This design comes from an exercise in tuning for small area and a short achievable clock period on the open sky130 flow, not from production work. In this exercise RTL edits were held to simulation tests only and were not proved equivalent to the original. Power figures rest on the tool's default switching activity, not on a simulated workload.

**design/flow/flow/run.sh**
```bash
#!/bin/bash
# Standard ORFS layout, with the port buffers made from buf_2 cells instead
# of the resizer's default pick. Each step's full log stays under orfs/logs/.
set -euo pipefail
bash standard.sh finish 'BUFFER_PORTS_ARGS=-buffer_cell sky130_fd_sc_hd__buf_2' > make_finish.log 2>&1
```
**design/flow/standard.sh**
```bash
#!/bin/bash
# synth_recipe.tcl (not shown) runs the flow's synth.tcl, then flattens the netlist and writes it again
# the make line also repeats each setting of config.mk as NAME=value (left out here)
make -C /OpenROAD-flow-scripts/flow DESIGN_CONFIG=/design/flow/config.mk WORK_HOME=/design/flow/orfs CLKGATE_MAP_FILE= SYNTH_SCRIPT=/design/flow/synth_recipe.tcl "${@:-finish}"
```
**design/flow/config.mk**
```make
export PLATFORM = sky130hd
export DESIGN_NAME = fpadd_40
export DESIGN_NICKNAME = fpadd_40
export VERILOG_FILES = /design/flow/design.v
export SDC_FILE = /design/flow/constraint.sdc
export NUM_CORES = 4
export LEC_CHECK = 0
export ABC_AREA = 1
export CAP_MARGIN = 20
export CORE_MARGIN = 2
export CORE_UTILIZATION = 40
export CTS_BUF_LIST = sky130_fd_sc_hd__clkbuf_8
export CTS_CLUSTER_SIZE = 24
export SETUP_SLACK_MARGIN = 2.4
export SLEW_MARGIN = 20
```
**design/flow/constraint.sdc**
```tcl
create_clock -name core_clock -period 5.0 [get_ports {clk_40}]
set_input_delay 1.0000 -clock core_clock [delete_from_list [all_inputs] [get_ports {clk_40}]]
set_output_delay 1.0000 -clock core_clock [all_outputs]
set_load 0.01 [all_outputs]
```
**design/flow/design.v**
```verilog
module fpadd_40_add #(parameter N = 26, parameter L = 5) (
  input  [N-1:0] p0, g0,
  input          ci,
  output [N-1:0] s
);
wire [N-1:0] g [0:L];
wire [N-1:0] p [0:L];
assign g[0] = g0 | {{(N-1){1'b0}}, p0[0] & ci};
assign p[0] = p0;
genvar l, i;
generate
  for (l = 0; l < L; l = l + 1) begin : lv
    for (i = 0; i < N; i = i + 1) begin : bt
      if ((i >> l) & 1) begin : mg
        localparam integer J = ((i >> l) << l) - 1;
        assign g[l+1][i] = g[l][i] | (p[l][i] & g[l][J]);
        assign p[l+1][i] = p[l][i] & p[l][J];
      end else begin : ps
        assign g[l+1][i] = g[l][i];
        assign p[l+1][i] = p[l][i];
      end
    end
  end
endgenerate
assign s = p0 ^ {g[L][N-2:0], ci};
endmodule
module fpadd_40(x_40,y_40,res_40,clk_40,rst_40);
input  [31:0] x_40, y_40;
output [31:0] res_40;
input  clk_40, rst_40;
wire [7:0] ex = x_40[30:23];
wire [7:0] ey = y_40[30:23];
wire [8:0] dxy = {1'b0, ex} - {1'b0, ey};
wire [7:0] dyx = ey - ex;
wire       ge  = ~dxy[8];                    
wire [4:0] cxy = (dxy[7:0] > 8'd24) ? 5'd31 : dxy[4:0];   
wire [4:0] cyx = (dyx > 8'd24) ? 5'd31 : dyx[4:0];
wire       swap = y_40[30:0] > x_40[30:0];   
wire       hx   = |x_40[30:0];
wire       hy   = |y_40[30:0];
reg [22:0] fx1, fy1;
reg        hb1, sw1, sx1, sy1, sub1;
reg [7:0]  ea1;
reg [4:0]  d1;
always @(posedge clk_40) begin
  fx1  <= x_40[22:0];
  fy1  <= y_40[22:0];
  hb1  <= hx & hy;                            
  sw1  <= swap;
  ea1  <= ge ? ex : ey;
  d1   <= ge ? cxy : cyx;
  sx1  <= x_40[31] & (hx | hy);               
  sy1  <= y_40[31];
  sub1 <= x_40[31] ^ y_40[31];
end
wire [22:0] fa = sw1 ? fy1 : fx1;
wire        sg1 = sw1 ? sy1 : sx1;
wire [23:0] sb = {hb1, sw1 ? fx1 : fy1};
wire [24:0] b0 = {sb, 1'b0};
wire [24:0] b1 = d1[4] ? {16'd0, b0[24:16]} : b0;
wire [24:0] b2 = d1[3] ? { 8'd0, b1[24:8]}  : b1;
wire [24:0] b3 = d1[2] ? { 4'd0, b2[24:4]}  : b2;
wire [24:0] b4 = d1[1] ? { 2'd0, b3[24:2]}  : b3;
wire [24:0] b5 = d1[0] ? { 1'd0, b4[24:1]}  : b4;
reg [24:1] smask;
integer k;
always @(*) begin
  for (k = 1; k < 25; k = k + 1)
    smask[k] = (d1 > k) && (d1 <= k + 20) && (d1 <= 5'd24);
end
wire sticky = |(b0[24:1] & smask);
wire [25:0] aw = {2'b01, fa, 1'b0};
wire [25:0] bw = {sub1, b5 ^ {25{sub1}}};
wire [25:0] pw = aw ^ bw;
wire [25:0] gw = aw & bw;
reg [25:0] p2;
reg [23:1] g2;            
reg [7:0]  ea2;
reg        ci2, sg2;
always @(posedge clk_40) begin
  p2 <= pw; g2 <= gw[23:1]; ea2 <= ea1 + 8'd1;
  ci2 <= sub1 & ~sticky; sg2 <= sg1;
end
wire [25:0] s;
fpadd_40_add #(26) add (
  .p0(p2),
  .g0({1'b0, ~p2[24], g2, 1'b0}),
  .ci(ci2),
  .s (s)
);
reg [25:0] s3;
reg [7:0]  e3;
reg        sg3;
always @(posedge clk_40) begin
  s3 <= s; e3 <= ea2; sg3 <= sg2;
end
wire [31:0] v = {s3, 6'd0};
wire [15:0] z1;  wire [15:0] c1;       
genvar g;
generate for (g = 0; g < 16; g = g + 1) begin : l1
  assign z1[g] = ~(v[2*g+1] | v[2*g]);
  assign c1[g] = ~v[2*g+1];
end endgenerate
wire [7:0] z2; wire [15:0] c2;         
generate for (g = 0; g < 8; g = g + 1) begin : l2
  assign z2[g] = z1[2*g+1] & z1[2*g];
  assign c2[2*g+1:2*g] = z1[2*g+1] ? {1'b1, c1[2*g]} : {1'b0, c1[2*g+1]};
end endgenerate
wire [3:0] z3; wire [11:0] c3;         
generate for (g = 0; g < 4; g = g + 1) begin : l3
  assign z3[g] = z2[2*g+1] & z2[2*g];
  assign c3[3*g+2:3*g] = z2[2*g+1] ? {1'b1, c2[4*g+1:4*g]} : {1'b0, c2[4*g+3:4*g+2]};
end endgenerate
wire [1:0] z4; wire [7:0] c4;          
generate for (g = 0; g < 2; g = g + 1) begin : l4
  assign z4[g] = z3[2*g+1] & z3[2*g];
  assign c4[4*g+3:4*g] = z3[2*g+1] ? {1'b1, c3[6*g+2:6*g]} : {1'b0, c3[6*g+5:6*g+3]};
end endgenerate
wire       nz = ~(z4[1] & z4[0]);
wire [4:0] lz = z4[1] ? {1'b1, c4[3:0]} : {1'b0, c4[7:4]};
wire [25:0] n1 = lz[4] ? {s3[9:0], 16'd0} : s3;
wire [25:0] n2 = lz[3] ? {n1[17:0], 8'd0} : n1;
wire [25:0] n3 = lz[2] ? {n2[21:0], 4'd0} : n2;
wire [25:0] n4 = lz[1] ? {n3[23:0], 2'd0} : n3;
wire [25:0] n5 = lz[0] ? {n4[24:0], 1'd0} : n4;
wire [5:0]  el = {1'b0, e3[4:0]} - {1'b0, lz};
wire [2:0]  eh = el[5] ? e3[7:5] - 3'd1 : e3[7:5];
wire [31:0] r  = {sg3 & nz, nz ? {eh, el[4:0]} : 8'd0, n5[24:2]};
reg [31:0] r4;
always @(posedge clk_40) r4 <= r;
assign res_40 = r4;
endmodule
```
==> results of run 1 <==
cell type report:
type                            instances  area (sq um)
Fill cell                            2804         14660
Multi-Input combinational cell       1190          6372
Sequential cell                       190          3839
Timing Repair Buffer                  111         609.3
Inverter                              155         594.3
Tap cell                              341         426.7
Clock buffer                           18         247.7
Clock inverter                         13         127.6
cell usage after synthesis (2+ instances only):
cell | count | area share [%]
nand2_1 | 479 | 16
nand3_1 | 257 | 12
dfxtp_1 | 190 | 35
inv_1 | 144 | 4.9
o21ai_0 | 80 | 3.7
ha_1 | 76 | 8.7
nor2_1 | 74 | 2.5
a21oi_1 | 60 | 2.7
nand4_1 | 31 | 1.8
clkbuf_1 | 19 | 0.65
nor4_1 | 17 | 0.97
xor2_1 | 17 | 1.4
buf_2 | 14 | 0.64
o211ai_1 | 14 | 0.96
buf_6 | 8 | 0.82
nor3_1 | 8 | 0.37
xnor2_1 | 8 | 0.64
buf_1 | 7 | 0.24
inv_2 | 7 | 0.24
nor2_2 | 7 | 0.40
buf_4 | 6 | 0.41
o21ai_1 | 5 | 0.23
a21o_1 | 4 | 0.27
a31oi_1 | 4 | 0.23
nand2_2 | 4 | 0.23
o21ai_2 | 4 | 0.32
o22ai_1 | 4 | 0.23
a21boi_0 | 3 | 0.21
a21oi_4 | 3 | 0.45
a22oi_1 | 3 | 0.21
clkinv_1 | 3 | 0.10
fa_1 | 3 | 0.55
nand2_4 | 3 | 0.31
nand3b_1 | 3 | 0.21
a211oi_1 | 2 | 0.14
nand3_2 | 2 | 0.18
nor2_4 | 2 | 0.21
nor2_8 | 2 | 0.37
o21bai_1 | 2 | 0.14
or2_2 | 2 | 0.11
flip-flops by register name (all words and copies together) (netlist names), 5 cells and up:
signal and flops:
fx1 23, g2 23, ea2 8, e3 8, ea1 8, fy1 23
p2 26, r4 32, d1 5, s3 26
logic make-up after synthesis:
group	Yosys count	synth area share, %
compound gates	190	9.921
xor+xnor	25	2.000
fa+ha+maj	79	9.235
buf+inv	209	8.104
flops	190	34.75
simple gates	892	35.99
worst reg2reg max path, stage by stage, from the launching register on:
cell     delay [ns]
dfxtp_1        0.38
nor2_2         0.07
nand2_4        0.14
o21ai_0        0.12
a21o_1         0.19
a21oi_4        0.14
buf_12         0.18
ha_1           0.18
inv_1          0.06
fa_1           0.37
nand2_1        0.08
inv_1          0.04
o21ai_0        0.14
nand2_1        0.08
xor2_1         0.14
inv_1          0.05
nor2_1         0.03
power breakdown:
part / internal [W] / switching, W
clock network: 0.000418 / 0.000561
logic: 0.000901 / 0.00160
registers: 0.00198 / 0.000311
total: 0.00330 / 0.00247
per-layer routing:
metal / up-vias / GRT usage (%) / wire length [um]
met1: 4618 / 27.32 / 13740
met5: - / 0 / 0
met2: 345 / 36.56 / 14310
met3: 63 / 3.708 / 1754
li1: 5418 / - / -
met4: 0 / 8.250 / 935
what timing repair did:
item                                    in CTS  in global routing
endpoints found under the hold margin        0                  0
resized for setup                           29                 37
hold buffers                                 0                  0
pin swaps                                    1                  4
endpoints found under the setup margin      55                 36
buffers inserted                             3                  6
gates cloned                                 2                  2
how the worst min path moves through the flow:
stage | depth (start not counted) | startpoint | endpoint | slack [ns]
after floorplan | 0 | ea2[0] | e3[0] | 0.31
after global placement | 0 | ea2[5] | e3[5] | 0.31
after detailed placement | 0 | ea2[6] | e3[6] | 0.31
after CTS | 0 | ea2[6] | e3[6] | 0.34
after global routing | 0 | ea2[5] | e3[5] | 0.34
final | 0 | ea2[4] | e3[4] | 0.34
per-stage QoR:
step | total power [W] | cells
floorplan | 0.004029 | 1585
global placement | 0.004692 | 1974
detailed placement | 0.004709 | 1974
CTS | 0.005741 | 2010
global route | 0.006284 | 2018
finish | 0.005771 | 2018
==> summary.md, run 1 <==
| Metric | Value |
|---|---|
| Die Ht | roughly 170 um |
| Max incr delay on CP | 0.38 ns |
| Main synth FF type | dfxtp_1 |
| CTS H-tree lvls | 4 |
| Relative slew slack | 52.47% |
| Drt initial violations | about 650 |
| Hold slack | around 0.34 ns |
| Buf+Inv Stages, Crit Path | 4 |
| Crit path required time | about 5.4 ns |
| Least-Margin Pin Slew | about 0.71 ns |
| Post-synthesis sequential area ratio | a little over a third |
| Site Rows | 60 |
| Tmin final | roughly 2.5 ns |
| Worst Reg-to-Reg Cells | 16 |
| Fin area | 12220 sq um |
| Core area | 26880 sq um |
| Most frequent cells in the layout | nand2_1 (474), nand3_1 (257), dfxtp_1 (172) |
| Post-layout net count | 1810 |
| Critical path endpoint | r4[27] |
| Slowest CP cell | dfxtp_1 |
| EDFF count, synth | 0 |
| Worst vdd ir | roughly 0.17 mV |
| Full die area | ~29000 sq um |
| FF-to-FF setup slack | 2.50 ns |
| Dpl hpwl | between 20 and 25 mm |
| Post-layout util | between 40% and 50% |
| Netlist cell types | 44 |
| Antenna violations before repair | 0 |
| Antenna cells | 0 |
| DRT Wirelength | just over 30 mm |
| Pre-CTS setup slack | between 1.5 and 2 ns |
| Kind of cell adding the most delay to the critical path | compound AO/OA/AOI/OAI gates |
| Final Hold Viols | 0 |
| Drc violations | 0 |
| RSZ-0062 raised after global routing | yes |
| CTS root buf | clkbuf_8 |
| Routability cong. | around 0.94 |
| DR WL/cell | ~15 um |
| Clk buf depth | 2 |
| Status | complete, no violations |
| PwrDens | about 470 nW/um^2 |
| Reg clk slew, reported paths | 0.10 ns |
| Fin. max-slew vios | 0 |
| Port Buffers | 96 |
| First-pass GRT wire length | a little under 50 mm |
| Clock Skew | approximately 0.022 ns |
| Largest net degree at the start of global routing | 58 |
| GRT Total Usage | 21.54% |
| Mapped Area | 10950 sq um |
| Routed Antenna Nets | 0 |
| Vias | approximately 10000 |
| Worst reg2reg endpoint | r4[27] |
| Crit. path cell count | 16 |
| RR Startpoint | s3[23] |
| Number of max-cap violations | 0 |
| Kind of critical path | register to register |
| Leak Pwr | roughly 6.2 nW |
| Vias in the first global route | 9479 |
| Commonest non-fill, non-tap cell in the layout | nand2_1 |
| TritonCTS clock tree | yes |
| TritonRoute pass-1 iters | 7 |
| Startpoint Class | register |
| Area growth from synthesis to layout | 11.60% |
| Setup WS post-layout | 2.503 ns |
| Initial Util | 40.73% |
| CTS buffer count | 17 |
| Final setup fails | 0 |
| Clock latency on the worst-skew pair | about 0.46 ns |
| Gate Count Post-Synth | roughly 1600 |
| Hold Path Class | register to register |
| Crit. End Element | register |
| Syn. warnings | 2 |
| Fmax | between 400 and 500 MHz |
| Crit path max fanout | 25 |
| Post-synth net total | around 1700 |
| DIE WIDTH | ~170 um |
| Placed instance area | around 12000 sq um |
| TNS Setup | 0 ns |
| #FFs+latches synth | 190 |
| Critical path startpoint | s3[23] |
| Share of post-route cells with drive strength above 1 | about an eighth |
| Most used cell, CP | inv_1 |
| Worst EP arrival | 2.85 ns |
| TritonCTS Sinks | 190 |
| Syn Area/Cell | 6.906 sq um |
| DR vias/cell | between 5 and 6 |
| Grt total ovfl | 0 |
| Async set-or-reset flop fraction in the synthesized netlist | 0% |
| I/O pins | 98 |
| Final worst path period share | 49.94% |
| Crit-path cells | nor2_2 -> nand2_4 -> o21ai_0 -> a21o_1 -> a21oi_4 -> buf_12 -> ha_1 -> inv_1 -> fa_1 -> nand2_1 -> inv_1 -> o21ai_0 -> nand2_1 -> xor2_1 -> inv_1 -> nor2_1 |
==> run 2: changes to the inputs <==
--- a/design/flow/config.mk
+++ b/design/flow/config.mk
@@ -11,5 +11,5 @@
 export CORE_UTILIZATION = 40
 export CTS_BUF_LIST = sky130_fd_sc_hd__clkbuf_8
 export CTS_CLUSTER_SIZE = 24
-export SETUP_SLACK_MARGIN = 2.4
+export SETUP_SLACK_MARGIN = 2.7
 export SLEW_MARGIN = 20
==> summary.md, run 2 <==
| Metric | Value |
|---|---|
| Status | complete, no violations |
| First-pass GRT wire length | between 50 and 60 mm |
| Antenna cells | 0 |
| Post-synthesis sequential area ratio | 34.75% |
| Critical path startpoint | s3[12] |
| Buf+Inv Stages, Crit Path | 5 |
| Kind of critical path | register to register |
| Vias in the first global route | around 9900 |
| Final cell count without fillers | 2058 |
| Clock Skew | between 0.02 and 0.03 ns |
| Number of max-cap violations | 0 |
| Max reg flops | 32 |
| Leak Pwr | 6.500 nW |
| Netlist cell types | 44 |
| Relative slew slack | between 50% and 60% |
| Max incr delay on CP | ~0.4 ns |
| Pre-CTS setup slack | approximately 1.9 ns |
| DP Cell Count | 1974 |
| Crit path max fanout | 4 |
| Post-synth net total | ~1700 |
| EDFF count, synth | 0 |
| RR Startpoint | s3[12] |
| Kind of cell adding the most delay to the critical path | compound AO/OA/AOI/OAI gates |
| Fin. max-slew vios | 0 |
| Syn Area/Cell | just under 7 sq um |
| DR WL/cell | 15.56 um |
| Hold Path Class | register to register |
| Clock latency on the worst-skew pair | 0.47 ns |
| Area growth from synthesis to layout | 18.88% |
| Least-Margin Pin Slew | 0.7224 ns |
| Fmax | approximately 440 MHz |
| Tmin final | roughly 2.3 ns |
| Final Hold Viols | 0 |
| Vias | around 11000 |
| Slowest CP cell | dfxtp_4 |
| Largest net degree at the start of global routing | 46 |
| TritonCTS Sinks | 190 |
| DIE WIDTH | 169.4 um |
| Overall Power | between 0.006 and 0.007 W |
| Main synth FF type | dfxtp_1 |
| Commonest non-fill, non-tap cell in the layout | nand2_1 |
| Die Ht | between 150 and 200 um |
| Hold slack | around 0.33 ns |
| Post-synth top cells | nand2_1 (479), nand3_1 (257), dfxtp_1 (190), inv_1 (144), o21ai_0 (80) |
| PwrDens | 473.7 nW/um^2 |
| Final setup fails | 0 |
| Top area cells in the synthesized netlist | dfxtp_1 (35%), nand2_1 (16%), nand3_1 (12%), ha_1 (8.7%), inv_1 (4.9%) |
| Multi-input gate area | slightly below 7000 sq um |
| Final worst path period share | between 40 and 50% |
| Mapped Area | ~11000 sq um |
| Crit-path cells | inv_2 -> a21oi_2 -> o21ai_1 -> a21o_1 -> a21oi_4 -> buf_12 -> ha_4 -> inv_2 -> fa_2 -> nand2_2 -> inv_2 -> o21ai_2 -> nand2_1 -> xor2_1 -> inv_1 -> nor2_1 |
| #FFs+latches synth | 190 |
| Biggest regs | r4 (32), p2 (26), s3 (26) |
| Worst vdd ir | about 0.16 mV |
| Drt initial violations | 777 |
| CTS root buf | clkbuf_8 |
| GRT Total Usage | 22.38% |
| Startpoint Class | register |
| Dpl hpwl | approximately 24 mm |
| Largest Register | r4 |
| Most frequent cells in the layout | nand2_1 (463), nand3_1 (257), dfxtp_1 (164) |
| Gate Count Post-Synth | around 1600 |
| DRT Wirelength | 32.03 mm |
| Post-layout net count | between 1500 and 2000 |
| Fillers | about 2700 |
| RSZ-0062 raised after global routing | yes |
| Site Rows | 60 |
| Routability cong. | 0.9761 |
| Yosys top cell area share | between 30% and 40% |
| FF/Latch Area | slightly below 4000 sq um |
| CTS H-tree lvls | 4 |
| Crit. End Element | register |
| Routed Antenna Nets | 0 |
| Share of post-route cells with drive strength above 1 | 18.99% |
| Worst EP arrival | about 2.6 ns |
| TNS Setup | 0 ns |
| Clk buf depth | 2 |
| Core area | 26880 sq um |
| Setup WS post-layout | approximately 2.7 ns |
| Antenna violations before repair | 0 |
| Most used cell, CP | inv_2 |
| Drc violations | 0 |
| CTS buffer count | 17 |
| TritonRoute pass-1 iters | 6 |
| DR vias/cell | slightly above 5 |
| I/O pins | just under 100 |
| Grt total ovfl | 0 |
| TritonCTS clock tree | yes |
| Port Buffers | 96 |
| Hold path start | ea2[3] |
| Initial Util | 40.73% |
| Syn. warnings | 2 |
| Full die area | 28710 sq um |
| Reg clk slew, reported paths | 0.09 ns |
| Async set-or-reset flop fraction in the synthesized netlist | 0% |
| Top cell type by total area after synthesis | dfxtp_1 |
| Most common cell in the netlist | nand2_1 |
| Crit path required time | 5.35 ns |
## run 2: cell count changes in the layout (fill, tap and decap cells not counted), moves of 6 or more
cell,delta
a21oi_1,-8
a21oi_2,+6
buf_4,+36
dfxtp_1,-8
dfxtp_4,+12
ha_1,-10
ha_4,+7
inv_1,-9
inv_2,+6
nand2_1,-11
nand2_2,+8
nor2_1,-9
nor2_4,+8
## run 2: metrics by stage
stage / util (%) / cell area (sq um)
after floorplan: - / 11040
after global routing: 48.42 / 13010
after detailed placement: 43.46 / 11680
after CTS: 46.35 / 12460
final: 48.42 / 13010
after global placement: 43.46 / 11680
## run 2: area by class of cell
cell class	instances	share of cell area, %
multi-input combinational	1192	51.71
sequential	190	29.80
timing repair buffer	151	7.432
inverter	155	4.836
tap	341	3.279
clock buffer	18	1.904
clock inverter	11	1.038
## run 2: power by group
part	total, W	internal, W	switching (W)
Combinational	0.00282	0.00109	0.00173
Sequential	0.00234	0.00201	0.000328
Clock	0.00101	0.000460	0.000548
Total	0.00616	0.00356	0.00260
## run 2: final timing paths
| path | depth (start not counted) | end | slack, ns |
|---|---|---|---|
| worst max-delay path | 16 | r4[27] | 2.71 |
| worst min-delay path | 0 | e3[3] | 0.33 |
| worst max register to register | 16 | r4[27] | 2.71 |
| worst min register to register | 0 | e3[3] | 0.33 |
## run 2: kinds of logic (layout without fill, tap and decap cells)
kind of cell | count (synthesis) | in the layout | share of synthesized area, %
simple gates | 892 | 898 | 35.99
buf+inv | 209 | 335 | 8.104
compound gates | 190 | 190 | 9.921
flops | 190 | 190 | 34.75
fa+ha+maj | 79 | 79 | 9.235
xor+xnor | 25 | 25 | 2.000
## run 2: routing by layer
| metal | track usage [%] | vias to the layer above | routed length, um |
|---|---|---|---|
| met3 | 3.055 | 79 | 1671 |
| li1 | - | 5498 | - |
| met4 | 8.844 | 0 | 1210 |
| met5 | 0 | - | 0 |
| met2 | 38.79 | 348 | 15100 |
| met1 | 28.13 | 4771 | 14050 |
## run 2: repair_timing
action | 4_1_cts | 5_1_grt
setup buffers | 18 | 30
endpoints found under the setup margin | 68 | 80
cloned | 6 | 1
resized for setup | 77 | 90
pin swaps | 18 | 36
hold buffers | 0 | 0
==> run 3: changes to the inputs <==
==> design/flow/flow/run.sh (replaced) <==
#!/bin/bash
# Standard ORFS layout with buf_2 port buffers and no gate cloning in timing
# repair. Full make output in make_finish.log, each step's log under orfs/logs/.
set -euo pipefail
bash standard.sh finish 'BUFFER_PORTS_ARGS=-buffer_cell sky130_fd_sc_hd__buf_2' 'SKIP_GATE_CLONING=1' > make_finish.log 2>&1
--- a/design/flow/config.mk
+++ b/design/flow/config.mk
@@ -11,5 +11,5 @@
 export CORE_UTILIZATION = 40
 export CTS_BUF_LIST = sky130_fd_sc_hd__clkbuf_8
 export CTS_CLUSTER_SIZE = 24
-export SETUP_SLACK_MARGIN = 2.7
+export SETUP_SLACK_MARGIN = 2.6
 export SLEW_MARGIN = 20
==> summary.md, run 3 <==
| Metric | Value |
|---|---|
| Status | complete, no violations |
| Top cell type by total area after synthesis | dfxtp_1 |
| #FFs+latches synth | 190 |
| Routed Antenna Nets | 0 |
| Async set-or-reset flop fraction in the synthesized netlist | 0% |
| Post-layout util | a little under half |
| Post-synth top cells | nand2_1 (479), nand3_1 (257), dfxtp_1 (190), inv_1 (144), o21ai_0 (80) |
| Most frequent cells in the layout | nand2_1 (470), nand3_1 (257), dfxtp_1 (168) |
| DR vias/cell | between 5 and 6 |
| Clk buf depth | 2 |
| Crit. End Element | register |
| Grt total ovfl | 0 |
| Netlist cell types | 44 |
| Post-synth net total | 1730 |
| CTS H-tree lvls | 4 |
| First-pass GRT wire length | between 40 and 50 mm |
| Drc violations | 0 |
| CTS buffer count | 17 |
| Startpoint Class | input port |
| TritonCTS clock tree | yes |
| Main synth FF type | dfxtp_1 |
| Hold-fix buffer count after cts | 0 |
| Leak Pwr | roughly 6.4 nW |
| Max incr delay on CP | 0.41 ns |
| Max reg flops | 32 |
| Relative slew slack | between 50% and 60% |
| Most used cell, CP | nand2_1 |
| Site Rows | 60 |
| Vias | between 10000 and 15000 |
| Kind of cell adding the most delay to the critical path | adder cells |
| Crit-path cells | buf_2 -> inv_12 -> ha_4 -> fa_2 -> o21ai_1 -> nand2_1 -> nand3_1 -> nand2_1 -> a21oi_4 -> nand3_1 -> nand2_1 -> nand2_1 |
| Die Ht | about 170 um |
| Area growth from synthesis to layout | 15.25% |
| Gate Count Post-Synth | 1585 |
| Port Buffers | 96 |
| Clock latency on the worst-skew pair | roughly 0.48 ns |
| Initial Util | roughly 41% |
| Tmin final | around 2.3 ns |
| Largest Register | r4 |
| Buf+Inv Stages, Crit Path | 2 |
| Slowest CP cell | fa_2 |
| Crit path max fanout | 5 |
| Mapped Area | around 11000 sq um |
| PwrDens | ~480 nW/um^2 |
| Number of max-cap violations | 0 |
| Clock Skew | between 0.015 and 0.02 ns |
| Most common cell in the netlist | nand2_1 |
| Share of post-route cells with drive strength above 1 | 16.16% |
| Crit path required time | 5.39 ns |
| DP Cell Count | 1974 |
| DRT Wirelength | about 32 mm |
| RSZ-0062 raised after global routing | yes |
| TritonCTS Sinks | 190 |
| Fin area | about 13000 sq um |
| Antenna cells | 0 |
| TritonRoute pass-1 iters | 5 |
| Hold Path Class | register to register |
| Full die area | 28710 sq um |
| Final cell count without fillers | between 2000 and 2500 |
| DR WL/cell | between 15 and 20 um |
| Fmax | about 430 MHz |
| Yosys top cell area share | about a third |
| Post-synthesis sequential area ratio | between 30% and 40% |
| Final setup fails | 0 |
| Post-layout net count | 1834 |
| Routability cong. | a little over 0.9 |
| Biggest regs | r4 (32), p2 (26), s3 (26) |
| Least-Margin Pin Slew | ~0.74 ns |
| Reg clk slew, reported paths | roughly 0.11 ns |
| Dpl hpwl | ~24 mm |
| I/O pins | 98 |
| Core area | 26880 sq um |
| Largest net degree at the start of global routing | 57 |
| Antenna violations before repair | 0 |
| Worst vdd ir | approximately 0.18 mV |
| TNS Setup | 0 ns |
| Final worst path period share | 46.45% |
| EDFF count, synth | 0 |
| GRT Total Usage | 22.10% |
| Commonest non-fill, non-tap cell in the layout | nand2_1 |
| CTS root buf | clkbuf_8 |
| Fin. max-slew vios | 0 |
| Vias in the first global route | approximately 9600 |
| Placed instance area | around 12000 sq um |
| Syn. warnings | 2 |
| Worst EP arrival | 2.71 ns |
| Syn Area/Cell | 6.906 sq um |
| Kind of critical path | input port to register |
| Drt initial violations | around 820 |
| Top area cells in the synthesized netlist | dfxtp_1 (35%), nand2_1 (16%), nand3_1 (12%), ha_1 (8.7%), inv_1 (4.9%) |
| Final Hold Viols | 0 |
| DIE WIDTH | between 150 and 200 um |
## run 3: cell counts after synthesis
No cell type changed its count.
## run 3: final cells by class
cell class	instances	area, sq um
tap	341	426.7
timing repair buffer	139	837.1
multi-input combinational	1186	6452
inverter	155	614.3
clock inverter	15	187.7
clock buffer	17	234.0
fill	2762	14260
sequential	190	3864
## run 3: timing repair
action | CTS | global route
pin swaps | 5 | 12
setup buffers | 9 | 28
setup endpoints to repair | 68 | 63
cloned | 0 | 0
resized for setup | 40 | 61
## run 3: routing by layer
metal / wire length [um] / vias to the layer above / share of wire [%] / track usage (%)
met1: 14000 / 4680 / 44 / 27.97
met5: 0 / - / 0 / 0
met2: 14660 / 322 / 46 / 36.57
met3: 1667 / 70 / 5.3 / 3.638
li1: - / 5461 / - / -
met4: 1220 / 0 / 3.9 / 10.81
## run 3: where the power goes
part	internal (W)	leakage (nW)	switching, W
combinational	0.000990	4.54	0.00166
clock	0.000388	0.210	0.000641
sequential	0.00200	1.60	0.000321
total	0.00338	6.35	0.00262
## run 3: final timing paths
path / slack, ns / startpoint / cells past startpoint / end
setup reg to reg: 2.69 / s3[12] / 17 / r4[27]
hold / removal: 0.33 / ea2[7] / 0 / e3[7]
hold reg to reg: 0.33 / ea2[7] / 0 / e3[7]
setup / recovery: 2.68 / y_40[23] / 12 / d1[2]
## run 3: logic make-up after synthesis
family / after synthesis / share of synthesized area [%]
and+or+nand+nor: 892 / 35.99
buffers and inverters: 209 / 8.104
AOI/OAI and AO/OA: 190 / 9.921
DFF: 190 / 34.75
adders and majority gates: 79 / 9.235
xor gates and xnor gates: 25 / 2.000
## run 3: through the flow
| stage | hold WS, ns | setup WS [ns] | power, W |
|---|---|---|---|
| floorplan | 0.3096 | 2.591 | 0.004038 |
| global placement | 0.3109 | 1.888 | 0.004703 |
| detailed placement | 0.3121 | 1.832 | 0.004724 |
| CTS | 0.3356 | 2.562 | 0.005861 |
| global route | 0.3421 | 2.548 | 0.006505 |
| finish | 0.3318 | 2.678 | 0.005999 |
==> run 4: changes to the inputs <==
==> design/flow/flow/run.sh (replaced) <==
#!/bin/bash
# Standard ORFS layout with buf_2 port buffers, and timing repair limited to
# removing buffers, sizing and pin swaps. Full make output in make_finish.log,
# each step's log under orfs/logs/.
set -euo pipefail
bash standard.sh finish 'BUFFER_PORTS_ARGS=-buffer_cell sky130_fd_sc_hd__buf_2' 'SETUP_MOVE_SEQUENCE=unbuffer,sizeup,swap' > make_finish.log 2>&1
==> summary.md, run 4 <==
| Metric | Value |
|---|---|
| Number of max-cap violations | 0 |
| RSZ-0062 raised after global routing | yes |
| Kind of cell adding the most delay to the critical path | simple AND/OR/NAND/NOR gates |
| I/O pins | just under 100 |
| Max incr delay on CP | approximately 0.40 ns |
| Fin. max-slew vios | 0 |
| CTS buffer count | 17 |
| Port Buffers | 96 |
| Antenna violations before repair | 0 |
| Clock latency on the worst-skew pair | approximately 0.48 ns |
| Mapped Area | roughly 11000 sq um |
| Relative slew slack | between 40% and 50% |
| DRT Wirelength | between 30 and 40 mm |
| Slowest CP cell | nor2_8 |
| Crit path max fanout | 31 |
| Final worst path period share | 49.64% |
| Drc violations | 0 |
| TNS Setup | 0 ns |
| Overall Power | around 0.0059 W |
| Vias in the first global route | about 9500 |
| Area growth from synthesis to layout | 13.57% |
| Grt total ovfl | 0 |
| Netlist cell types | 44 |
| Largest Register | r4 |
| Critical path endpoint | r4[27] |
| Startpoint Class | register |
| Reg clk slew, reported paths | between 0.1 and 0.15 ns |
| Worst EP arrival | around 2.9 ns |
| Fillers | approximately 2800 |
| TritonCTS Sinks | between 150 and 200 |
| Internal power | 0.003303 W |
| Commonest non-fill, non-tap cell in the layout | nand2_1 |
| Syn Area/Cell | approximately 7 sq um |
| CTS H-tree lvls | 4 |
| Crit path required time | ~5.4 ns |
| Least-Margin Pin Slew | roughly 0.75 ns |
| Post-synthesis sequential area ratio | 34.75% |
| Switching share of power | approximately 44% |
| Vias | between 10000 and 15000 |
| Post-synth net total | between 1500 and 2000 |
| Placed instance area | ~12000 sq um |
| Async set-or-reset flop fraction in the synthesized netlist | 0% |
| Buf+Inv Stages, Crit Path | 5 |
| DIE WIDTH | ~170 um |
| Kind of critical path | register to register |
| Initial Util | 40.73% |
| Drt initial violations | just over 700 |
| Biggest regs | r4 (32), p2 (26), s3 (26) |
| TritonCTS clock tree | yes |
| Core area | ~27000 sq um |
| Reg power frac | just under 40% |
| Hold depth | 0 |
| RR Startpoint | s3[19] |
| Yosys top cell area share | 34.75% |
| Tmin final | 2.482 ns |
| GRT Total Usage | a little over a fifth |
| EDFF count, synth | 0 |
| Routability cong. | approximately 0.92 |
| First-pass GRT wire length | slightly below 50 mm |
| Post-synth top cells | nand2_1 (479), nand3_1 (257), dfxtp_1 (190), inv_1 (144), o21ai_0 (80) |
| Most common cell in the netlist | nand2_1 |
| CTS root buf | clkbuf_8 |
| Most frequent cells in the layout | nand2_1 (464), nand3_1 (255), dfxtp_1 (166) |
| Main synth FF type | dfxtp_1 |
| Final setup fails | 0 |
| Site Rows | 60 |
| Final Hold Viols | 0 |
| #FFs+latches synth | 190 |
| PwrDens | between 400 and 500 nW/um^2 |
| Status | complete, no violations |
| Largest net degree at the start of global routing | 57 |
| Gate Count Post-Synth | ~1600 |
| Post-layout net count | 1797 |
| Crit-path cells | nor2_2 -> nand2_4 -> nor2_8 -> nand2_8 -> clkinv_8 -> a21oi_4 -> buf_12 -> ha_4 -> inv_4 -> fa_2 -> nand2_2 -> inv_2 -> o21ai_2 -> nand2_1 -> xor2_1 -> inv_1 -> nor2_2 |
| Fmax | roughly 400 MHz |
| FF-to-FF setup slack | about 2.5 ns |
| Share of post-route cells with drive strength above 1 | about 15% |
| Dpl hpwl | 24.26 mm |
| Hold Path Class | register to register |
| Worst Reg-to-Reg Cells | 17 |
| Power share of the clock group | 17.4% |
| Max reg flops | 32 |
| Antenna cells | 0 |
| Hold-fix buffer count after cts | 0 |
| Die Ht | roughly 170 um |
| DR WL/cell | 15.21 um |
| Worst vdd ir | roughly 0.17 mV |
| Full die area | 28710 sq um |
| Crit. path cell count | 17 |
| TritonRoute pass-1 iters | 6 |
| Clock Skew | between 0.015 and 0.02 ns |
| Post-layout util | between 40% and 50% |
| Clk buf depth | 2 |
| Psw | ~0.0026 W |
| Critical path startpoint | s3[19] |
| Fin area | approximately 12000 sq um |
| Hold slack | 0.3314 ns |
| Top cell type by total area after synthesis | dfxtp_1 |
| Logic pwr share | between 40% and 50% |
| Worst reg2reg endpoint | r4[27] |
| Crit. End Element | register |
| Routed Antenna Nets | 0 |
| DR vias/cell | 5.168 |
| Most used cell, CP | nor2_2 |
| Top area cells in the synthesized netlist | dfxtp_1 (35%), nand2_1 (16%), nand3_1 (12%), ha_1 (8.7%), inv_1 (4.9%) |
| Syn. warnings | 2 |
| Leak Pwr | slightly above 6 nW |
run 4: cell counts after synthesis:
No cell type changed its count.
run 4: kinds of logic (layout without fill, tap and decap cells):
group | Yosys count | after routing | share of synthesized area (%)
AO/OA/AOI/OAI | 190 | 190 | 9.921
XOR/XNOR | 25 | 25 | 2.000
adder cells (fa/ha/maj) | 79 | 79 | 9.235
buffers and inverters | 209 | 289 | 8.104
flip-flops | 190 | 190 | 34.75
AND/OR/NAND/NOR | 892 | 892 | 35.99
run 4: area by class of cell:
cell class | instances | area [sq um] | area share (%)
Clock buffer | 17 | 234.0 | 1.882
Tap cell | 341 | 426.7 | 3.432
Timing Repair Buffer | 102 | 554.3 | 4.459
Multi-Input combinational cell | 1186 | 6554 | 52.72
Sequential cell | 190 | 3846 | 30.94
Clock inverter | 15 | 187.7 | 1.510
Inverter | 155 | 629.4 | 5.062
run 4: worst register-to-register path, cell delays in order (launching register included):
cell and delay [ns]:
dfxtp_2 0.35, nor2_2 0.14, nand2_4 0.09, nor2_8 0.40, nand2_8 0.14, clkinv_8 0.10, a21oi_4 0.06, buf_12 0.17
ha_4 0.19, inv_4 0.06, fa_2 0.21, nand2_2 0.05, inv_2 0.06, o21ai_2 0.05, nand2_1 0.07, xor2_1 0.14
inv_1 0.06, nor2_2 0.09
run 4: worst min path at each step:
| stage | start | end | slack, ns |
|---|---|---|---|
| after detailed placement | ea2[3] | e3[3] | 0.31 |
| after global placement | ea2[5] | e3[5] | 0.31 |
| after floorplan | ea2[0] | e3[0] | 0.31 |
| after CTS | ea2[6] | e3[6] | 0.34 |
| after global routing | ea2[6] | e3[6] | 0.34 |
| final | ea2[7] | e3[7] | 0.33 |
run 4: repair_timing:
item                       4_1_cts  5_1_grt
hold endpoints to repair         0        0
resized for setup               55       72
pin swaps                       13       21
setup endpoints to repair       68       59
cloned                           0        0
buffers inserted                 0        0
run 4: power by group through the flow:
stage                     combinational [W]  clock, W  sequential (W)
final                               0.00256   0.00103         0.00231
after global routing                0.00294   0.00112         0.00236
after CTS                           0.00248   0.00106         0.00230
after detailed placement            0.00242         0         0.00230
after global placement              0.00240         0         0.00230
after floorplan                     0.00177         0         0.00226
run 4: metal layers:
metal | up-vias | GRT usage (%) | wire length, um | part of all wire, %
met5 | - | 0 | 0 | 0
met4 | 0 | 10.48 | 1181 | 3.9
met3 | 65 | 3.451 | 1492 | 4.9
met2 | 292 | 35.88 | 14150 | 46
met1 | 4613 | 27.73 | 13690 | 45
li1 | 5397 | - | - | -
run 4: per-stage QoR:
| stage | cells | setup WS, ns |
|---|---|---|
| global route | 2006 | 2.328 |
| floorplan | 1585 | 2.591 |
| CTS | 2006 | 2.517 |
| finish | 2006 | 2.518 |
| global placement | 1974 | 1.888 |
| detailed placement | 1974 | 1.832 |
==> run 5: changes to the inputs <==
==> design/flow/flow/run.sh (replaced) <==
#!/bin/bash
# Standard ORFS layout with two changes: synthesis leaves adders to ABC
# (ADDER_MAP_FILE empty, so no half/full-adder cells are extracted; the
# synthesis script itself is the standard flow's, unchanged), and the port buffers are
# buf_2 cells. Full make output in make_finish.log, each step's log under
# orfs/logs/.
set -euo pipefail
bash standard.sh finish 'ADDER_MAP_FILE=' 'BUFFER_PORTS_ARGS=-buffer_cell sky130_fd_sc_hd__buf_2' > make_finish.log 2>&1
==> summary.md, run 5 <==
| Metric | Value |
|---|---|
| GRT Total Usage | ~20% |
| Max reg flops | 32 |
| Post-synth top cells | nand2_1 (507), dfxtp_1 (190), nand3_1 (185), inv_1 (168), nor2_1 (131) |
| Main synth FF type | dfxtp_1 |
| Antenna violations before repair | 0 |
| First-pass GRT wire length | between 40 and 50 mm |
| Async set-or-reset flop fraction in the synthesized netlist | 0% |
| TritonCTS Sinks | between 150 and 200 |
| DIE WIDTH | 168.7 um |
| Fin. max-slew vios | 0 |
| Buf+Inv Stages, Crit Path | 1 |
| Overall Power | roughly 0.0057 W |
| Crit path required time | roughly 5.4 ns |
| DRT Wirelength | between 20 and 30 mm |
| Syn. warnings | 2 |
| Top cell type by total area after synthesis | dfxtp_1 |
| CTS H-tree lvls | 4 |
| Post-synth net total | between 1500 and 2000 |
| Yosys top cell area share | 35.06% |
| Die Ht | about 170 um |
| Clock Skew | 0.02879 ns |
| Top area cells in the synthesized netlist | dfxtp_1 (35%), nand2_1 (18%), nand3_1 (8.5%), inv_1 (5.8%), nor2_1 (4.5%) |
| Post-synthesis sequential area ratio | 35.06% |
| Most frequent cells in the layout | nand2_1 (505), dfxtp_1 (187), nand3_1 (185) |
| Drc violations | 0 |
| Worst EP arrival | around 2.6 ns |
| TritonCTS clock tree | yes |
| Vias | between 10000 and 15000 |
| Dpl hpwl | roughly 23 mm |
| CTS buffer count | 17 |
| Biggest regs | r4 (32), p2 (26), s3 (26) |
| RSZ-0062 raised after global routing | yes |
| Hold slack | about 0.33 ns |
| DR WL/cell | about 14 um |
| Clk buf depth | 2 |
| Worst vdd ir | 0.1456 mV |
| DR vias/cell | 5.005 |
| Least-Margin Pin Slew | approximately 0.73 ns |
| Netlist cell types | between 50 and 60 |
| Slowest CP cell | o21ai_1 |
| Share of post-route cells with drive strength above 1 | approximately an eighth |
| Crit path max fanout | 23 |
| Crit. End Element | register |
| Commonest non-fill, non-tap cell in the layout | nand2_1 |
| Site Rows | 60 |
| Clock latency on the worst-skew pair | about 0.48 ns |
| Number of max-cap violations | 0 |
| Core area | about 27000 sq um |
| Most common cell in the netlist | nand2_1 |
| Largest net degree at the start of global routing | 52 |
| Leak Pwr | around 6 nW |
| PwrDens | about 470 nW/um^2 |
| Gate Count Post-Synth | around 1700 |
| Startpoint Class | register |
| Largest Register | r4 |
| Status | complete, no violations |
| Fin area | 12070 sq um |
| Full die area | between 20000 and 30000 sq um |
| TritonRoute pass-1 iters | 5 |
| Hold Path Class | register to register |
| Post-layout net count | 1814 |
| EDFF count, synth | 0 |
| Final worst path period share | a little under half |
| Initial Util | between 40% and 50% |
| Routed Antenna Nets | 0 |
| Reg clk slew, reported paths | 0.11 ns |
| Grt total ovfl | 0 |
| #FFs+latches synth | 190 |
| Mapped Area | 10850 sq um |
| Port Buffers | 96 |
| Relative slew slack | approximately half |
| Tmin final | between 2 and 2.5 ns |
| Post-layout util | 45.04% |
| Drt initial violations | 682 |
| Syn Area/Cell | roughly 6.5 sq um |
| CTS root buf | clkbuf_8 |
| Antenna cells | 0 |
| Max incr delay on CP | between 0.5 and 0.6 ns |
| Placed instance area | about 12000 sq um |
| Most used cell, CP | nand2_1 |
| Routability cong. | 0.9347 |
| Kind of cell adding the most delay to the critical path | simple AND/OR/NAND/NOR gates |
| Kind of critical path | register to register |
| Fmax | about 440 MHz |
| Final setup fails | 0 |
| Vias in the first global route | 9432 |
| Final Hold Viols | 0 |
| Area growth from synthesis to layout | 11.27% |
| TNS Setup | 0 ns |
| I/O pins | 98 |
| Crit-path cells | o21ai_1 -> inv_1 -> nand2_1 -> o211ai_1 -> nand2_1 -> nand2_1 -> nand2_1 -> nand3_1 -> nand3_1 -> nand2_1 -> nand2_1 -> nand2_1 |
## run 5: final cells by class
| class | instances | area (sq um) |
|---|---|---|
| Fill cell | 2831 | 14730 |
| Multi-Input combinational cell | 1243 | 6130 |
| Sequential cell | 190 | 3812 |
| Inverter | 191 | 719.4 |
| Timing Repair Buffer | 105 | 568.0 |
| Tap cell | 341 | 426.7 |
| Clock buffer | 17 | 234.0 |
| Clock inverter | 15 | 181.4 |
## run 5: what timing repair did
| action | CTS | global route |
|---|---|---|
| gates resized for setup | 7 | 16 |
| setup endpoints to repair | 57 | 70 |
| hold buffers | 0 | 0 |
| cloned | 1 | 0 |
| buffers inserted | 0 | 3 |
| pin swaps | 1 | 1 |
## run 5: through the flow
step	cells	worst slack, ns
6_report	2102	2.732
2_1_floorplan	1674	2.686
5_1_grt	2102	2.565
3_5_place_dp	2066	2.129
4_1_cts	2099	2.642
3_3_place_gp	2066	2.139
## run 5: path summary, 6_finish.rpt
check | from | end | slack (ns) | cells past startpoint
worst max-delay path | sw1 | p2[1] | 2.73 | 12
worst min-delay path | ea2[7] | e3[7] | 0.33 | 0
worst max register to register | sw1 | p2[1] | 2.73 | 12
worst min register to register | ea2[7] | e3[7] | 0.33 | 0
## run 5: cell families after synthesis
group,share of synthesized area (%)
compound gates,13.16
simple gates,38.10
flops,35.06
mux,0.2883
buf+inv,9.042
xor+xnor,4.348
## run 5: per-layer routing
layer / global-route usage [%] / part of all wire (%)
met3: 2.712 / 3.3
met5: 0 / 0
met1: 26.66 / 48
met2: 34.16 / 45
met4: 8.583 / 3.7
## run 5: worst reg2reg max path, stage by stage (launching register included)
cell	delay, ns
dfxtp_4	0.45
o21ai_1	0.53
inv_1	0.23
nand2_1	0.11
o211ai_1	0.09
nand2_1	0.08
nand2_1	0.11
nand2_1	0.11
nand3_1	0.12
nand3_1	0.13
nand2_1	0.07
nand2_1	0.06
nand2_1	0.06
## run 5: power by group
group / switching, W / total, W / internal [W]
clock network: 0.000584 / 0.00104 / 0.000461
logic: 0.00162 / 0.00247 / 0.000855
registers: 0.000244 / 0.00218 / 0.00194
total: 0.00245 / 0.00570 / 0.00325
==> run 6: changes to the inputs <==
--- a/design/flow/config.mk
+++ b/design/flow/config.mk
@@ -11,5 +11,5 @@
 export CORE_UTILIZATION = 40
 export CTS_BUF_LIST = sky130_fd_sc_hd__clkbuf_8
 export CTS_CLUSTER_SIZE = 24
-export SETUP_SLACK_MARGIN = 2.6
+export SETUP_SLACK_MARGIN = 3.0
 export SLEW_MARGIN = 20
==> summary.md, run 6 <==
| Metric | Value |
|---|---|
| Status | complete, no violations |
| Mapped Area | roughly 11000 sq um |
| Gate Count Post-Synth | 1674 |
| Biggest regs | r4 (32), p2 (26), s3 (26) |
| Grt met2 use | a little over a third |
| TritonCTS Sinks | 190 |
| Netlist cell types | 54 |
| Syn Area/Cell | about 6.5 sq um |
| PwrDens | approximately 450 nW/um^2 |
| Met3 GRT Util | 3.133% |
| DRT Wirelength | ~32 mm |
| Number of max-cap violations | 0 |
| Largest Register | r4 |
| Site Rows | 60 |
| Psw | 0.002648 W |
| Leak Pwr | roughly 6.5 nW |
| Grt total ovfl | 0 |
| Post-synthesis sequential area ratio | 35.06% |
| CTS H-tree lvls | 4 |
| Main synth FF type | dfxtp_1 |
| Kind of critical path | input port to register |
| Routability cong. | approximately 0.95 |
| Reg power frac | between 30 and 40% |
| Worst vdd ir | approximately 0.16 mV |
| Startpoint Class | input port |
| Crit. End Element | register |
| Clock Skew | between 0.02 and 0.03 ns |
| Least-Margin Pin Slew | between 0.7 and 0.8 ns |
| Grt met1 use | 27.64% |
| Top area cells in the synthesized netlist | dfxtp_1 (35%), nand2_1 (18%), nand3_1 (8.5%), inv_1 (5.8%), nor2_1 (4.5%) |
| RSZ-0062 raised after global routing | yes |
| Commonest non-fill, non-tap cell in the layout | nand2_1 |
| Switching share of power | ~43% |
| Antenna cells | 0 |
| EDFF count, synth | 0 |
| Post-synth top cells | nand2_1 (507), dfxtp_1 (190), nand3_1 (185), inv_1 (168), nor2_1 (131) |
| Full die area | around 28000 sq um |
| Core area | between 20000 and 30000 sq um |
| Clk buf depth | 2 |
| Internal power | around 0.0034 W |
| DR vias/cell | roughly 5.0 |
| First-pass GRT wire length | just under 50 mm |
| Crit path max fanout | 5 |
| Max reg flops | 32 |
| Fin. max-slew vios | 0 |
| DR WL/cell | about 15 um |
| Syn. warnings | 2 |
| DIE WIDTH | around 170 um |
| Power share of the clock group | between 10% and 20% |
| Hold Path Class | register to register |
| Yosys top cell area share | roughly a third |
| Crit path required time | around 5.4 ns |
| TritonCTS clock tree | yes |
| Hold-fix buffer count after cts | 0 |
| Post-layout util | 50.03% |
| Largest net degree at the start of global routing | 40 |
| Die Ht | between 150 and 200 um |
| Most frequent cells in the layout | nand2_1 (472), nand3_1 (180), dfxtp_1 (178) |
| Final Hold Viols | 0 |
| Fmax | roughly 500 MHz |
| Reg clk slew, reported paths | 0.11 ns |
| Tmin final | 2.009 ns |
| Vias | roughly 11000 |
| Dpl hpwl | approximately 23 mm |
| I/O pins | slightly below 100 |
| Final setup fails | 0 |
| TNS Setup | 0 ns |
| Overall Power | between 0.006 and 0.007 W |
| Async set-or-reset flop fraction in the synthesized netlist | 0% |
| Post-layout net count | 1880 |
| Area growth from synthesis to layout | 23.58% |
| Logic pwr share | 47.0% |
| CTS buffer count | 17 |
| Vias in the first global route | around 9700 |
| Relative slew slack | about half |
| Initial Util | roughly two fifths |
| Antenna violations before repair | 0 |
| Top cell type by total area after synthesis | dfxtp_1 |
| Busiest grt layer | met2 |
| Most common cell in the netlist | nand2_1 |
| Drt initial violations | between 600 and 700 |
| #FFs+latches synth | between 150 and 200 |
| Worst EP arrival | about 2.4 ns |
| GRT Total Usage | a little over a fifth |
| Final worst path period share | roughly two fifths |
| TritonRoute pass-1 iters | 6 |
| Fillers | roughly 2700 |
| CTS root buf | clkbuf_8 |
| Post-synth net total | approximately 1700 |
| Routed Antenna Nets | 0 |
| Share of post-route cells with drive strength above 1 | about 23% |
| Drc violations | 0 |
| Clock latency on the worst-skew pair | approximately 0.48 ns |
| Port Buffers | 96 |
## run 6: changes by cell type in the layout (fill, tap and decap cells not counted), sizes merged
cell / before / now
buf: 105 / 164
bufbuf: 0 / 1
bufinv: 2 / 1
clkbuf: 17 / 20
clkinv: 8 / 5
inv: 194 / 198
nand2: 534 / 537
## run 6: final timing paths
check	from	to	slack, ns	depth (start not counted)
hold / removal	ea2[5]	e3[5]	0.33	0
setup reg to reg	sw1	p2[5]	3.00	6
setup / recovery	x_40[25]	d1[0]	2.99	14
hold reg to reg	ea2[5]	e3[5]	0.33	0
## run 6: through the flow
stage / hold WS, ns / area [sq um] / instances / setup WS, ns
6_report: 0.3350 / 13410 / 2168 / 2.991
5_1_grt: 0.3474 / 13410 / 2168 / 2.871
4_1_cts: 0.3370 / 12520 / 2119 / 2.941
3_5_place_dp: 0.3121 / 11660 / 2065 / 2.251
3_3_place_gp: 0.3122 / 11660 / 2065 / 2.227
2_1_floorplan: 0.3096 / 10980 / 1674 / 2.827
## run 6: critical path, stage by stage
cell	delay (ns)
buf_4	0.12
inv_1	0.07
nor2_4	0.15
o21ai_2	0.09
a21oi_4	0.18
inv_1	0.09
nand2_2	0.07
nand2_1	0.04
nand2_1	0.07
nand3_2	0.10
nor2_4	0.18
nand3_1	0.09
nand2_1	0.07
nand2_1	0.05
## run 6: kinds of logic (layout without fill, tap and decap cells)
logic type	after synthesis	in the layout	synth area share, %
buffers and inverters	242	391	9.042
xor gates and xnor gates	53	53	4.348
muxes	3	3	0.2883
and+or+nand+nor	935	939	38.10
AOI/OAI and AO/OA	251	251	13.16
DFF	190	190	35.06
## run 6: metal layers
layer | wire (um) | vias to the layer above | part of all wire [%]
met5 | 0 | - | 0
met4 | 1060 | 0 | 3.4
met3 | 1055 | 60 | 3.3
met2 | 14980 | 259 | 47
met1 | 14460 | 4884 | 46
li1 | - | 5733 | -
## run 6: cell type report
type / count / area (sq um) / area share (%)
multi-input combinational: 1246 / 6773 / 50.51
inverter: 191 / 780.7 / 5.823
sequential: 190 / 3829 / 28.56
timing repair buffer: 168 / 1196 / 8.921
tap: 341 / 426.7 / 3.182
clock inverter: 15 / 168.9 / 1.260
clock buffer: 17 / 234.0 / 1.745
## run 6: power by group through the flow
stage	Clock (W)	Combinational, W	Sequential [W]
after floorplan	0	0.00182	0.00220
after global placement	0	0.00244	0.00221
after detailed placement	0	0.00245	0.00221
after CTS	0.00107	0.00258	0.00219
after global routing	0.00113	0.00322	0.00225
final	0.00103	0.00287	0.00220
## run 6: what timing repair did
item                                    in CTS  in global routing
gates cloned                                 4                  3
gates resized for setup                     79                144
pin swaps                                   18                 65
endpoints found under the setup margin      91                 95
setup buffers                               18                 46
hold endpoints to repair                     0                  0
==> run 7: changes to the inputs <==
--- a/design/flow/config.mk
+++ b/design/flow/config.mk
@@ -11,5 +11,5 @@
 export CORE_UTILIZATION = 40
 export CTS_BUF_LIST = sky130_fd_sc_hd__clkbuf_8
 export CTS_CLUSTER_SIZE = 24
-export SETUP_SLACK_MARGIN = 3.0
+export SETUP_SLACK_MARGIN = 3.2
 export SLEW_MARGIN = 20
==> summary.md, run 7 <==
| Metric | Value |
|---|---|
| Core area | around 27000 sq um |
| GRT Total Usage | between 20% and 30% |
| Async set-or-reset flop fraction in the synthesized netlist | 0% |
| Final setup fails | 0 |
| Worst EP arrival | ~2.5 ns |
| Crit-path cells | buf_4 -> inv_2 -> nand2_4 -> nand2_4 -> buf_4 -> o21ai_0 -> a21oi_1 -> nand2_1 -> xor2_1 -> inv_1 -> nand4_1 -> nand2_1 -> nand2_1 |
| TritonRoute pass-1 iters | 8 |
| Busiest grt layer | met2 |
| Syn Area/Cell | around 6.5 sq um |
| Post-synth top cells | nand2_1 (507), dfxtp_1 (190), nand3_1 (185), inv_1 (168), nor2_1 (131) |
| Clk buf depth | 2 |
| CTS root buf | clkbuf_8 |
| Grt met1 use | between 20% and 30% |
| Antenna cells | 0 |
| Most common cell in the netlist | nand2_1 |
| EDFF count, synth | 0 |
| Vias | between 10000 and 15000 |
| RSZ-0062 raised after global routing | yes |
| Antenna violations before repair | 0 |
| Reg clk slew, reported paths | 0.10 ns |
| Tmin final | 2.122 ns |
| Startpoint Class | input port |
| Routability cong. | ~1.0 |
| Grt total ovfl | 0 |
| Top area cells in the synthesized netlist | dfxtp_1 (35%), nand2_1 (18%), nand3_1 (8.5%), inv_1 (5.8%), nor2_1 (4.5%) |
| Gate Count Post-Synth | between 1500 and 2000 |
| Simple-Gate Fraction of Synth Area | about two fifths |
| Placed instance area | roughly 12000 sq um |
| Fin area | 16630 sq um |
| #FFs+latches synth | 190 |
| Status | complete, no violations |
| Relative slew slack | roughly 50% |
| Fmax | around 470 MHz |
| Worst Reg-to-Reg Cells | 6 |
| Leak Pwr | approximately 7.6 nW |
| Most used cell, CP | nand2_1 |
| TritonCTS clock tree | yes |
| Routed Antenna Nets | 0 |
| Hold-fix buffer count after cts | 0 |
| Number of max-cap violations | 0 |
| Slowest CP cell | a21oi_1 |
| Final Hold Viols | 0 |
| TNS Setup | 0 ns |
| Clock Skew | between 0.01 and 0.015 ns |
| Max incr delay on CP | about 0.2 ns |
| Compound-Gate Fraction of Synth Area | a little over an eighth |
| Largest net degree at the start of global routing | 39 |
| DP Cell Count | between 2000 and 2500 |
| Crit path required time | between 5 and 6 ns |
| Hold Path Class | register to register |
| Share of post-route cells with drive strength above 1 | 43.12% |
| Least-Margin Pin Slew | between 0.7 and 0.8 ns |
| Largest Register | r4 |
| PwrDens | roughly 430 nW/um^2 |
| Main combinational cell family by area after synthesis | simple AND/OR/NAND/NOR gates |
| Drc violations | 0 |
| Commonest non-fill, non-tap cell in the layout | nand2_1 |
| DRT Wirelength | 37.46 mm |
| Netlist cell types | 54 |
| Syn. warnings | 2 |
| Synth Area in XOR/XNOR | under 10% |
| Dpl hpwl | around 24 mm |
| I/O pins | between 90 and 100 |
| Initial Util | approximately 40% |
| Fin. max-slew vios | 0 |
| Grt met2 use | between 40 and 50% |
| Most frequent cells in the layout | nand2_1 (373), dfxtp_1 (164), inv_1 (130) |
| Top cell type by total area after synthesis | dfxtp_1 |
| Clock latency on the worst-skew pair | 0.48 ns |
| Post-layout net count | a little under 2000 |
| Max reg flops | 32 |
| Die Ht | roughly 170 um |
| Worst vdd ir | between 0.15 and 0.2 mV |
| Mux contribution to synthesized area | 0.2883% |
| Final worst path period share | between 40% and 50% |
| Drt initial violations | slightly above 900 |
| Met3 GRT Util | 3.390% |
| CTS buffer count | 17 |
| Full die area | ~28000 sq um |
| First-pass GRT wire length | 55.30 mm |
| Port Buffers | 96 |
| Post-synthesis sequential area ratio | between 30% and 40% |
| Mapped Area | 10850 sq um |
| Kind of critical path | input port to register |
| Crit path max fanout | 5 |
| Crit. End Element | register |
| Yosys top cell area share | approximately a third |
| Vias in the first global route | ~11000 |
| DIE WIDTH | around 170 um |
| Post-layout util | between 60% and 70% |
| TritonCTS Sinks | 190 |
| Overall Power | 0.007187 W |
| Adder-cell area share of the yosys netlist | 0% |
| DR vias/cell | roughly 5.3 |
| Main synth FF type | dfxtp_1 |
| Post-synth net total | 1740 |
| Area growth from synthesis to layout | 53.29% |
| Site Rows | 60 |
| CTS H-tree lvls | 4 |
| Biggest regs | r4 (32), p2 (26), s3 (26) |
| Hold depth | 0 |
| Final cell count without fillers | between 2000 and 2500 |
| DR WL/cell | ~17 um |
==> run 7: cell counts after synthesis <==
Identical to the previous run, type by type.
==> run 7: routing by layer <==
layer	part of all wire [%]	wire length, um
met5	0	0
met4	5.0	1863
met3	4.4	1666
met2	49	18510
met1	41	15420
==> run 7: worst paths after layout <==
path	start	endpoint	slack (ns)
worst min-delay path	ea2[5]	e3[5]	0.34
worst min register to register	ea2[5]	e3[5]	0.34
worst max register to register	sw1	p2[3]	3.02
worst max-delay path	x_40[28]	d1[1]	2.88
==> run 7: cell type report <==
type	count	area, sq um
fillers	2300	10170
multi-input cells	1252	8711
flip-flops and latches	190	3861
repair buffers	258	2345
inverters	191	860.8
well taps	341	426.7
clock buffers	17	234.0
clock inverters	15	148.9
repair inverters	4	43.79
==> run 7: logic make-up after synthesis <==
family / Yosys count
muxes: 3
xor gates and xnor gates: 53
AOI/OAI and AO/OA: 251
DFF: 190
and+or+nand+nor: 935
buffers and inverters: 242
==> run 7: where the power goes <==
part           leakage (nW)  internal [W]  total, W  switching (W)
clock                 0.185      0.000369  0.000988       0.000619
sequential             1.60       0.00197   0.00225       0.000277
combinational          5.83       0.00158   0.00395        0.00238
total                  7.62       0.00392   0.00719        0.00327
==> run 7: through the flow <==
step | hold slack (ns) | setup WS, ns
after detailed placement | 0.3121 | 2.225
after global placement | 0.3124 | 2.249
after global routing | 0.3461 | 2.846
after CTS | 0.3375 | 3.056
final | 0.3362 | 2.878
after floorplan | 0.3096 | 2.827
==> run 7: repair_timing <==
action,in CTS,in global routing
gates cloned,16,9
setup buffers,85,61
gates resized for setup,387,364
setup endpoints to repair,136,138
pin swaps,159,185
==> run 7: worst max-delay path, delay by kind of cell <==
kind / cells / cell delay, ns
AOI/OAI and AO/OA: 2 / 0.29
and+or+nand+nor: 6 / 0.55
buffers and inverters: 4 / 0.48
xor gates and xnor gates: 1 / 0.18
==> run 8: changes to the inputs <==
--- a/design/flow/config.mk
+++ b/design/flow/config.mk
@@ -11,5 +11,5 @@
 export CORE_UTILIZATION = 40
 export CTS_BUF_LIST = sky130_fd_sc_hd__clkbuf_8
 export CTS_CLUSTER_SIZE = 24
-export SETUP_SLACK_MARGIN = 3.2
+export SETUP_SLACK_MARGIN = 2.9
 export SLEW_MARGIN = 20
==> summary.md, run 8 <==
| Metric | Value |
|---|---|
| Top cell type by total area after synthesis | dfxtp_1 |
| Placed instance area | 11670 sq um |
| Most used cell, CP | nand2_1 |
| Clock latency on the worst-skew pair | approximately 0.48 ns |
| Worst EP arrival | around 2.4 ns |
| Grt total ovfl | 0 |
| Area growth from synthesis to layout | 19.25% |
| Die Ht | 168.7 um |
| Fmax | between 400 and 500 MHz |
| Port Buffers | 96 |
| DR vias/cell | 5.047 |
| Hold slack | roughly 0.34 ns |
| Largest Register | r4 |
| CTS H-tree lvls | 4 |
| Final Hold Viols | 0 |
| Kind of cell adding the most delay to the critical path | simple AND/OR/NAND/NOR gates |
| Routability cong. | roughly 0.94 |
| Biggest regs | r4 (32), p2 (26), s3 (26) |
| Number of max-cap violations | 0 |
| Most frequent cells in the layout | nand2_1 (481), nand3_1 (182), dfxtp_1 (181) |
| Drc violations | 0 |
| Crit path max fanout | 5 |
| #FFs+latches synth | 190 |
| Final setup fails | 0 |
| Antenna cells | 0 |
| Slowest CP cell | xor2_1 |
| Clk buf depth | 2 |
| Reg clk slew, reported paths | approximately 0.090 ns |
| Full die area | 28460 sq um |
| Worst vdd ir | roughly 0.16 mV |
| Max incr delay on CP | 0.19 ns |
| TritonRoute pass-1 iters | 5 |
| Status | complete, no violations |
| CTS buffer count | 17 |
| Leak Pwr | around 6.3 nW |
| Crit path required time | 5.37 ns |
| Main synth FF type | dfxtp_1 |
| Crit-path cells | clkbuf_4 -> inv_2 -> nor2_4 -> inv_2 -> nand2_1 -> nand2_2 -> nand2_1 -> nand2_1 -> xor2_1 -> nor2_1 -> nor2_2 -> nand4_1 -> nand2_1 -> nand2_1 |
| Yosys top cell area share | between 30% and 40% |
| EDFF count, synth | 0 |
| Final worst path period share | about two fifths |
| Antenna violations before repair | 0 |
| Kind of critical path | input port to register |
| I/O pins | around 100 |
| Post-synth top cells | nand2_1 (507), dfxtp_1 (190), nand3_1 (185), inv_1 (168), nor2_1 (131) |
| Tmin final | slightly above 2 ns |
| Relative slew slack | approximately 50% |
| TritonCTS clock tree | yes |
| First-pass GRT wire length | approximately 47 mm |
| Commonest non-fill, non-tap cell in the layout | nand2_1 |
| Startpoint Class | input port |
| TritonCTS Sinks | 190 |
| GRT Total Usage | 20.74% |
| Dpl hpwl | about 23 mm |
| Vias in the first global route | about 9600 |
| Mapped Area | 10850 sq um |
| Least-Margin Pin Slew | about 0.75 ns |
| Share of post-route cells with drive strength above 1 | slightly below 20% |
| Routed Antenna Nets | 0 |
| Max reg flops | 32 |
| Top area cells in the synthesized netlist | dfxtp_1 (35%), nand2_1 (18%), nand3_1 (8.5%), inv_1 (5.8%), nor2_1 (4.5%) |
| DR WL/cell | around 14 um |
| Netlist cell types | 54 |
| Fin. max-slew vios | 0 |
| Largest net degree at the start of global routing | 34 |
| CTS root buf | clkbuf_8 |
| Post-synth net total | ~1700 |
| TNS Setup | 0 ns |
| DIE WIDTH | approximately 170 um |
| Crit. End Element | register |
| Drt initial violations | around 670 |
| Site Rows | 60 |
| Clock Skew | 0.02863 ns |
| Post-layout net count | 1850 |
| Hold Path Class | register to register |
| Most common cell in the netlist | nand2_1 |
| Async set-or-reset flop fraction in the synthesized netlist | 0% |
| Core area | 26800 sq um |
| Vias | between 10000 and 15000 |
| Post-synthesis sequential area ratio | a little over a third |
| Initial Util | between 40% and 50% |
| Syn Area/Cell | 6.481 sq um |
| Buf+Inv Stages, Crit Path | 3 |
| PwrDens | roughly 460 nW/um^2 |
| Fin area | around 13000 sq um |
| RSZ-0062 raised after global routing | yes |
| Gate Count Post-Synth | between 1500 and 2000 |
| DRT Wirelength | a little over 30 mm |
| Syn. warnings | 2 |
-- run 8: cell counts after synthesis --
Identical to the previous run, type by type.
-- run 8: through the flow --
step,utilization (%),instances,total power (W),setup WS (ns)
6_report,48.27,2138,0.005964,2.953
5_1_grt,48.27,2138,0.006452,2.831
4_1_cts,45.70,2103,0.005815,2.892
3_5_place_dp,43.53,2066,0.004665,2.288
3_3_place_gp,43.53,2066,0.004647,2.300
2_1_floorplan,-,1674,0.004023,2.827
-- run 8: power breakdown --
group	total [W]	switching (W)	internal, W
Sequential	0.00219	0.000248	0.00194
Clock	0.00110	0.000590	0.000512
Combinational	0.00267	0.00172	0.000951
Total	0.00596	0.00256	0.00341
-- run 8: area by class of cell --
type | instances | area (sq um)
clock buffers | 17 | 234.0
repair buffers | 138 | 880.8
multi-input cells | 1246 | 6606
fillers | 2730 | 13860
inverters | 191 | 765.7
clock inverters | 15 | 201.4
flip-flops and latches | 190 | 3822
well taps | 341 | 426.7
-- run 8: repair_timing --
action / in CTS / in global routing
hold endpoints to repair: 0 / 0
hold buffers: 0 / 0
buffers inserted: 4 / 32
cloned: 1 / 3
resized for setup: 27 / 126
setup endpoints to repair: 88 / 84
pin swaps: 1 / 44
-- run 8: worst reg2reg max path, stage by stage, from the launching register on --
cell and delay (ns):
dfxtp_4 0.40, buf_6 0.16, o21ai_1 0.38, a22oi_2 0.15, o22ai_2 0.20, nand2_1 0.10, nand3_1 0.15, nand3_1 0.13
nand3b_1 0.14, nand2_1 0.06
-- run 8: logic make-up after synthesis --
family,after synthesis,synth area share (%)
buffers and inverters,242,9.042
AND/OR/NAND/NOR,935,38.10
XOR/XNOR,53,4.348
AO/OA/AOI/OAI,251,13.16
flip-flops,190,35.06
multiplexers,3,0.2883
-- run 8: layer usage --
layer,track usage [%],vias up,share of wire (%)
met3,2.876,56,4.1
met1,26.59,4792,46
li1,-,5683,-
met5,0,-,0
met2,35.51,259,47
met4,7.684,0,3.2
-- run 8: final timing paths --
kind	start	to	slack [ns]	depth (start not counted)
worst min register to register	ea2[6]	e3[6]	0.34	0
worst min-delay path	ea2[6]	e3[6]	0.34	0
worst max-delay path	y_40[23]	d1[0]	2.95	14
worst max register to register	sw1	p2[15]	3.00	9

port drivers added, routing unchanged:
In the flow no input, the clock included, has a driving cell. The finished layouts below were timed again as built, in two steps.
Step 1 (the two cells are an assumption about what drives the block):
set clk [get_ports {clk_40}]
set_driving_cell -lib_cell sky130_fd_sc_hd__clkbuf_16 $clk
set_driving_cell -lib_cell sky130_fd_sc_hd__buf_2 [delete_from_list [all_inputs] $clk]
Step 2 adds t to the input delays and takes it off the output delays; t is the mean of the earliest and latest rising clock arrival at the registers after step 1. Input paths then give back, and output paths get back, about the clock's delay inside the block.
Three values: ideal, step 1, step 2; two values: the first two.
run | t (ns) | slack for setup (ns) | hold slack, ns | latest minus earliest clock arrival (ns) | slew at the worst register clock pin (ns)
run 1 | 0.498 | 2.503 / 2.503 / 2.056 | 0.335 / 0.335 / 0.335 | 0.022 / 0.022 | 0.11 / 0.11
run 2 | 0.507 | 2.714 / 2.714 / 2.276 | 0.333 / 0.333 / 0.333 | 0.026 / 0.026 | 0.11 / 0.11
run 3 | 0.519 | 2.678 / 2.694 / 2.184 | 0.332 / 0.332 / 0.332 | 0.019 / 0.020 | 0.12 / 0.12
run 4 | 0.518 | 2.518 / 2.518 / 2.165 | 0.331 / 0.331 / 0.331 | 0.017 / 0.017 | 0.11 / 0.11
run 5 | 0.518 | 2.732 / 2.732 / 2.291 | 0.335 / 0.335 / 0.335 | 0.029 / 0.028 | 0.12 / 0.12
run 6 | 0.506 | 2.991 / 3.001 / 2.501 | 0.335 / 0.335 / 0.335 | 0.030 / 0.029 | 0.12 / 0.12
run 7 | 0.516 | 2.878 / 2.896 / 2.380 | 0.336 / 0.336 / 0.336 | 0.015 / 0.015 | 0.11 / 0.11
run 8 | 0.516 | 2.953 / 2.976 / 2.459 | 0.336 / 0.336 / 0.336 | 0.029 / 0.029 | 0.12 / 0.12
After both steps every run listed still meets setup and hold. For run 7, which loses most, drivers alone change the setup slack by +0.018 ns; drivers and shift together by -0.498 ns.
